Context: an optimization exercise on an open-source flow, tuned for small area. The choices shown serve that exercise and are no tape-out recipe.
At most, simulation tests tie the RTL to the original design; equivalence was not proved.
Power figures rest on the tool's default switching activity, not on a simulated workload.

## north
==> flow/design.v <==
`timescale 1ns / 1ps
module display(
	input [3:0] number,
	output reg [6:0] seg
	);
	always @* begin
		case(number)
			0: seg = 7'b1000000;
			1: seg = 7'b1111001;
			2: seg = 7'b0100100;
			3: seg = 7'b0110000;
			4: seg = 7'b0011001;
			5: seg = 7'b0010010;
			6: seg = 7'b0000010;
			7: seg = 7'b1111000;
			8: seg = 7'b0000000;
			9: seg = 7'b0010000;
			default: seg = 7'b1111111;  
		endcase
	end
endmodule
`timescale 1ns / 1ps
module gamelogic(
	input clk,
	input rst,
	input clk_2hz,
	input tick_move,
	input [1:0] direction,
	input [9:0] index,
	input [9:0] h_counter,
	output reg sc_th,
	output reg [3:0] sc_hu,
	output reg [3:0] sc_te,
	output reg [3:0] sc_un,
	output reg is_snake,
	output is_food
	);
	reg [9:0] head;
	reg [4:0] hcol;                  
	reg [9:0] food;
	reg [4:0] rng1;
	wire [4:0] rng2 = {rng1[3] ^ rng1[4], rng1[2] ^ rng1[3], rng1[1] ^ rng1[2], rng1[0] ^ rng1[1], rng1[0] ^ rng1[2] ^ rng1[4]};
	reg lost;
	reg game_over;
	assign is_food = (food == index);
	wire wall = (direction == 2'd0 && hcol == 5'd0) || (direction == 2'd1 && hcol == 5'd29) ||
	            (direction == 2'd2 && head < 10'd30) || (direction == 2'd3 && head >= 10'd870);
	reg [9:0] nh_step;
	always @* begin
		case (direction)
			2'd0: nh_step = -10'd1;
			2'd1: nh_step = 10'd1;
			2'd2: nh_step = -10'd30;
			default: nh_step = 10'd30;
		endcase
	end
	wire [9:0] nh = head + nh_step;
	wire low_score = ~sc_th && sc_hu == 4'd0;
	wire wrapzone = sc_th && sc_hu == 4'd0 && sc_te == 4'd2;    
	reg [4:0] kx;
	always @* begin
		if (wrapzone)
			kx = {1'b0, sc_un} - 5'd1;
		else if (low_score && sc_te == 4'd0)
			kx = {1'b0, sc_un} + 5'd3;
		else if (low_score && sc_te == 4'd1)
			kx = {1'b0, sc_un} + 5'd13;
		else if (low_score && sc_te == 4'd2 && sc_un < 4'd6)
			kx = {1'b0, sc_un} + 5'd23;
		else
			kx = 5'd29;
	end
	wire k2 = (kx != 5'd31) && (kx != 5'd0);    
	reg [9:0] ring [0:28];
	reg [4:0] jin;                   
	reg init;                        
	reg pend;                        
	reg strm;                        
	reg [9:0] xhead;                 
	wire [9:0] port_a = ring[28];
	wire [9:0] port_b = ring[13];
	wire [4:0] jb = (jin > 5'd14) ? jin - 5'd14 : jin + 5'd15;
	wire window = (h_counter[9] & h_counter[8]) | ~(h_counter[9] | h_counter[8] | h_counter[7]);    
	wire active = pend & (strm | (window & (jin == 5'd1)));
	wire last = (jin == kx);
	reg [9:0] port_out;
	always @* begin
		if (init)
			port_out = {{8{jin >= 5'd4}}, jin == 5'd2, jin == 5'd1};
		else if (active)
			port_out = xhead;
		else
			port_out = port_a;
	end
	integer i;
	always @(posedge clk) begin
		for (i = 1; i < 29; i = i + 1)
			ring[i] <= ring[i - 1];
		ring[0] <= port_out;
	end
	wire move = tick_move & ~lost & ~wall;
	always @(posedge clk) begin
		if (rst) begin
			jin <= 5'd1;
			init <= 1;
			pend <= 0;
			strm <= 0;
		end
		else begin
			jin <= (jin == 5'd29) ? 5'd1 : jin + 5'd1;
			if (jin == 5'd29)
				init <= 0;
			if (move & k2)
				pend <= 1;
			else if (active & last)
				pend <= 0;
			strm <= active & ~last;
		end
		if (move)
			xhead <= head;
		else if (active)
			xhead <= port_a;
	end
	wire mask_a = (jin == kx);
	wire mask_b = (jb == kx);
	wire [9:0] target = index + 10'd1;
	wire ma = (port_a == target);
	wire mb = (port_b == target);
	reg acc_all, acc_keep, cur_all, cur_keep;
	always @(posedge clk) begin
		if (h_counter[3:0] == 4'd0) begin
			cur_all <= acc_all;
			cur_keep <= acc_keep;
			acc_all <= 0;
			acc_keep <= 0;
		end
		else begin
			acc_all <= acc_all | ma | mb;
			acc_keep <= acc_keep | (ma & ~mask_a) | (mb & ~mask_b);
		end
	end
	reg acc_sc, selfcol_next, selfcol;
	wire msc = (port_a == nh) & ~mask_a;
	always @(posedge clk) begin
		if (jin == 5'd29) begin
			selfcol_next <= acc_sc | msc;
			acc_sc <= 0;
		end
		else
			acc_sc <= acc_sc | msc;
	end
	wire hit0 = (index == head);
	wire hitx = (index == xhead);
	always @(posedge clk) begin
		is_snake <= (pend ? (cur_keep | hitx) : cur_all) | hit0;
		if (rst)
			game_over <= 0;
		else
			game_over <= hit0 & selfcol;
	end
	wire eat = ~clk_2hz & ~lost & (head == food);
	always @(posedge clk) begin
		if (rst) begin
			rng1 <= 5'd1;
			food <= 10'd88;
			head <= 10'd3;
			hcol <= 5'd3;
			selfcol <= 0;
			lost <= 0;
			sc_th <= 0;
			sc_hu <= 0;
			sc_te <= 0;
			sc_un <= 0;
		end
		else begin
			rng1 <= {rng1[3:0], rng1[4] ^ rng1[2]};
			if (game_over | (clk_2hz & ~lost & wall))
				lost <= 1;
			if (move) begin
				head <= nh;
				selfcol <= selfcol_next;
				if (~direction[1])
					hcol <= hcol + {{4{~direction[0]}}, 1'b1};
			end
			if (eat) begin
				food <= {rng1, rng2} % 10'd900;
				if (sc_th && sc_hu == 4'd0 && sc_te == 4'd2 && sc_un == 4'd3) begin
					sc_th <= 0; sc_te <= 0; sc_un <= 0;
				end
				else if (sc_un != 4'd9)
					sc_un <= sc_un + 4'd1;
				else begin
					sc_un <= 0;
					if (sc_te != 4'd9)
						sc_te <= sc_te + 4'd1;
					else begin
						sc_te <= 0;
						if (sc_hu != 4'd9)
							sc_hu <= sc_hu + 4'd1;
						else begin
							sc_hu <= 0;
							sc_th <= 1;
						end
					end
				end
			end
		end
	end
endmodule
`timescale 1ns / 1ps
module main(
	input clk,
	input rst,
	input btnu,
	input btnd,
	input btnl,
	input btnr,
	output [7:0] rgb,
	output hsync1,
	output vsync1,
	output reg [9:0] h_counter,
	output reg [9:0] v_counter,
	output reg [3:0] an,
	output [6:0] seg,
	output reg [1:0] direction
    );
	reg [8:0] tick_cnt;
	reg clk_2hz;
	wire h_end32 = &h_counter[4:0];
	wire tick_low0 = ~|tick_cnt[7:0];
	always @(posedge clk) begin
		if (rst) begin
			tick_cnt <= 0;
			clk_2hz <= 0;
		end
		else if (h_end32) begin
			tick_cnt <= {tick_cnt[7:0], tick_cnt[8] ^ tick_cnt[4] ^ tick_low0};
			if (tick_cnt[8] & tick_low0)
				clk_2hz <= ~clk_2hz;
		end
	end
	wire tick_move = clk_2hz & ~tick_cnt[8] & tick_low0 & (h_counter[4:0] == 5'd0);
	reg [11:0] fast_cnt;
	wire fast_end = (fast_cnt == 12'd877);
	always @(posedge clk) begin
		if (rst | fast_end)
			fast_cnt <= 0;
		else
			fast_cnt <= {fast_cnt[10:0], ~(fast_cnt[11] ^ fast_cnt[10] ^ fast_cnt[9] ^ fast_cnt[3])};
	end
	wire fast_rise = fast_end & (h_counter[2:0] == 3'd3);
	always @(posedge clk) begin
		if (rst) begin
			h_counter <= 0;
			v_counter <= 0;
		end
		else if (h_counter < 10'd799)
			h_counter <= h_counter + 10'd1;
		else begin
			h_counter <= 0;
			if (v_counter < 10'd520)
				v_counter <= v_counter + 10'd1;
			else
				v_counter <= 0;
		end
	end
	assign hsync1 = ~(h_counter < 10'd96);
	assign vsync1 = ~(v_counter < 10'd2);
	wire in_display = (h_counter > 10'd224) && (h_counter < 10'd706) && (v_counter > 10'd33) && (v_counter < 10'd515);
	wire is_border = (h_counter[3:0] == 4'd1) | (v_counter[3:0] == 4'd3) | (v_counter == 10'd514);
	reg [9:0] index_reg;
	reg [9:0] index_step;
	always @* begin
		if (h_counter != 10'd0)
			index_step = {9'd0, h_counter[3:0] == 4'd0};
		else if (v_counter == 10'd0)
			index_step = -10'd15;
		else if (v_counter[3:0] == 4'd3)
			index_step = -10'd19;
		else
			index_step = -10'd49;
	end
	always @(posedge clk) begin
		if (rst)
			index_reg <= 10'd935;
		else
			index_reg <= index_reg + index_step;
	end
	wire is_snake;
	wire is_food;
	reg rgb_w, rgb_s, rgb_f;
	always @(posedge clk) begin
		if (rst | ~in_display) begin
			rgb_w <= 0; rgb_s <= 0; rgb_f <= 0;
		end
		else begin
			rgb_w <= is_border;
			rgb_s <= is_border | is_snake;
			rgb_f <= is_border | is_snake | is_food;
		end
	end
	assign rgb = {rgb_w, rgb_w, rgb_s, rgb_w, rgb_w, rgb_w, rgb_f, rgb_f};
	reg [1:0] next_direction;
	always @(posedge clk) begin
		if (rst) begin
			direction <= 2'd1;
			next_direction <= 2'd1;
		end
		else if (clk_2hz)
			direction <= next_direction;
		else if (btnr) begin
			if (direction != 2'd0)
				next_direction <= 2'd1;
		end
		else if (btnl) begin
			if (direction != 2'd1)
				next_direction <= 2'd0;
		end
		else if (btnu) begin
			if (direction != 2'd3)
				next_direction <= 2'd2;
		end
		else if (btnd) begin
			if (direction != 2'd2)
				next_direction <= 2'd3;
		end
	end
	wire sc_th;
	wire [3:0] sc_hu, sc_te, sc_un;
	gamelogic gamelogic(
		.clk(clk),
		.rst(rst),
		.clk_2hz(clk_2hz),
		.tick_move(tick_move),
		.direction(direction),
		.index(index_reg),
		.h_counter(h_counter),
		.sc_th(sc_th),
		.sc_hu(sc_hu),
		.sc_te(sc_te),
		.sc_un(sc_un),
		.is_snake(is_snake),
		.is_food(is_food)
	);
	reg an_on;
	reg [1:0] an_pos;
	wire [1:0] an_pos_next = an_on ? an_pos + 2'd1 : 2'd0;
	reg [3:0] digit;
	always @* begin
		case ({an_on, an_pos})
			3'b100: an = 4'b0111;
			3'b101: an = 4'b1011;
			3'b110: an = 4'b1101;
			3'b111: an = 4'b1110;
			default: an = 4'b1111;
		endcase
	end
	always @(posedge clk) begin
		if (rst) begin
			an_on <= 0;
			an_pos <= 0;
			digit <= 4'hf;
		end
		else if (fast_rise) begin
			an_on <= 1;
			an_pos <= an_pos_next;
			case (an_pos_next)
				2'd0: digit <= {3'b0, sc_th};
				2'd1: digit <= sc_hu;
				2'd2: digit <= sc_te;
				default: digit <= sc_un;
			endcase
		end
	end
	display segdisplay(
		.number(digit),
		.seg(seg)
	);
endmodule
Settings: LEC_CHECK=0, CAP_MARGIN=20, CORE_MARGIN=2, CORE_UTILIZATION=40, PLACE_DENSITY=0.6, SLEW_MARGIN=20; clock period 12.0 ns.
standard.sh (not shown) runs the stock make flow with config.mk's settings and CLKGATE_MAP_FILE= SYNTH_SCRIPT=/design/flow/synth_recipe.tcl, a recipe that flattens the netlist after the stock synthesis.
==> flow/flow/run.sh <==
#!/bin/bash
# Layout flow: the standard ORFS flow (standard.sh) with these changes:
#  - synthesis maps the logic with the area-oriented ABC script flow/abc_area_map.script
#    instead of ORFS's abc_speed.script (which also buffers and upsizes), and without
#    ORFS's half/full adder cell extraction; registers are mapped as in the standard
#    synthesis (dfflibmap runs before ABC), so they keep their names and cells;
#  - the clock tree is built from clkbuf_4 cells in clusters of at most 10 sinks,
#    without dummy load cells;
#  - the port buffers that buffer_ports inserts are buf_1 cells.
# The ORFS scripts are used from a copy that differs only in the ABC script. make's
# full output goes to flow.log here; ORFS keeps each step's own log under orfs/logs/.
set -euo pipefail
here=$(pwd)
rm -rf "$here/orfs_scripts"
cp -r "$FLOW_HOME/scripts" "$here/orfs_scripts"
cp "$here/flow/abc_area_map.script" "$here/orfs_scripts/abc_speed.script"
export SCRIPTS_DIR="$here/orfs_scripts"
export ADDER_MAP_FILE=
export CTS_ARGS="-sink_clustering_enable -repair_clock_nets -sink_clustering_size 10 -sink_clustering_max_diameter 40 -buf_list sky130_fd_sc_hd__clkbuf_4 -dont_use_dummy_load"
export BUFFER_PORTS_ARGS="-buffer_cell sky130_fd_sc_hd__buf_1"
bash standard.sh > flow.log 2>&1
==> flow/flow/abc_area_map.script <==
strash
ifraig
scorr
dc2
dretime
strash
dch -f
dc2
strash
&get -n
&dch -f
&nf -R 1000
&put
The flow did not stop early for north: all stages ran, and the layout cleared the timing, design-rule and antenna checks.
Changes in west relative to north:
--- a/flow/design.v
+++ b/flow/design.v
@@ -78,11 +78,11 @@
 	reg strm;                        
 	reg [9:0] xhead;                 
 	wire [9:0] port_a = ring[28];
 	wire [9:0] port_b = ring[13];
 	wire [4:0] jb = (jin > 5'd14) ? jin - 5'd14 : jin + 5'd15;
-	wire window = (h_counter[9] & h_counter[8]) | ~(h_counter[9] | h_counter[8] | h_counter[7]);    
+	wire window = (h_counter >= 10'd704) || (h_counter < 10'd176);
 	wire active = pend & (strm | (window & (jin == 5'd1)));
 	wire last = (jin == kx);
 	reg [9:0] port_out;
 	always @* begin
 		if (init)
@@ -222,26 +222,26 @@
 	output reg [9:0] v_counter,
 	output reg [3:0] an,
 	output [6:0] seg,
 	output reg [1:0] direction
     );
-	reg [8:0] tick_cnt;
+	reg [13:0] count_2hz;
 	reg clk_2hz;
-	wire h_end32 = &h_counter[4:0];
-	wire tick_low0 = ~|tick_cnt[7:0];
+	wire c2_low0 = ~|count_2hz[12:0];
+	wire c2_wrap = count_2hz[13] & c2_low0;
 	always @(posedge clk) begin
 		if (rst) begin
-			tick_cnt <= 0;
+			count_2hz <= 0;
 			clk_2hz <= 0;
 		end
-		else if (h_end32) begin
-			tick_cnt <= {tick_cnt[7:0], tick_cnt[8] ^ tick_cnt[4] ^ tick_low0};
-			if (tick_cnt[8] & tick_low0)
+		else begin
+			count_2hz <= {count_2hz[12:0], count_2hz[13] ^ count_2hz[12] ^ count_2hz[11] ^ count_2hz[1] ^ c2_low0};
+			if (c2_wrap)
 				clk_2hz <= ~clk_2hz;
 		end
 	end
-	wire tick_move = clk_2hz & ~tick_cnt[8] & tick_low0 & (h_counter[4:0] == 5'd0);
+	wire tick_move = clk_2hz & ~count_2hz[13] & c2_low0;
 	reg [11:0] fast_cnt;
 	wire fast_end = (fast_cnt == 12'd877);
 	always @(posedge clk) begin
 		if (rst | fast_end)
 			fast_cnt <= 0;
@@ -340,38 +340,23 @@
 		.sc_te(sc_te),
 		.sc_un(sc_un),
 		.is_snake(is_snake),
 		.is_food(is_food)
 	);
-	reg an_on;
-	reg [1:0] an_pos;
-	wire [1:0] an_pos_next = an_on ? an_pos + 2'd1 : 2'd0;
+	wire [3:0] an_next = (&an) ? 4'b0111 : {an[0], an[3:1]};
 	reg [3:0] digit;
-	always @* begin
-		case ({an_on, an_pos})
-			3'b100: an = 4'b0111;
-			3'b101: an = 4'b1011;
-			3'b110: an = 4'b1101;
-			3'b111: an = 4'b1110;
-			default: an = 4'b1111;
-		endcase
-	end
 	always @(posedge clk) begin
 		if (rst) begin
-			an_on <= 0;
-			an_pos <= 0;
+			an <= 4'b1111;
 			digit <= 4'hf;
 		end
 		else if (fast_rise) begin
-			an_on <= 1;
-			an_pos <= an_pos_next;
-			case (an_pos_next)
-				2'd0: digit <= {3'b0, sc_th};
-				2'd1: digit <= sc_hu;
-				2'd2: digit <= sc_te;
-				default: digit <= sc_un;
-			endcase
+			an <= an_next;
+			digit <= ({4{~an_next[3]}} & {3'b0, sc_th})
+			       | ({4{~an_next[2]}} & sc_hu)
+			       | ({4{~an_next[1]}} & sc_te)
+			       | ({4{~an_next[0]}} & sc_un);
 		end
 	end
 	display segdisplay(
 		.number(digit),
 		.seg(seg)
==> run notes <==
Minimum clock period after layout: lower on west
Delta (west minus north): combinational cell power flat; core utilization up 0.21 points.
Diff north -> west | final cell count | decrease of 0.68%
north ended up with direction[0]$_SDFFE_PP1P_ as its launch point of the critical path; west ended up with v_counter[3]$_SDFFE_PP0P_.
Comparing number of register bits inferred by synthesis for north and west, the bigger number came from west.
Routed length on met1 (west over north): increase, about 2.6%
No functional check of the RTL was part of north.

re-timing with driven ports:
The results above use ideal ports. As a check the final layouts listed here were re-extracted and re-timed, cells and wires unchanged. Step 1, drivers: a clkbuf_16 drives clk and a buf_2 each remaining input, both assumed. Step 2 moves the port delays by t, midway between the first and last clock arrival at a register: inputs arrive t later, outputs are due t later. That takes back most of the time a late clock gives input paths. a / b / c = ideal / step 1 / step 2; a / b = the first two.
run | shift t [ns] | setup slack, ns | worst hold slack (ns) | worst data-port slew with drivers (ns)
north | 0.710 | 7.021 / 7.021 / 7.021 | 0.246 / 0.246 / 0.246 | 0.03
west | 0.731 | 7.542 / 7.498 / 7.625 | 0.268 / 0.268 / 0.268 | 0.03
After both steps every run listed still meets setup and hold.
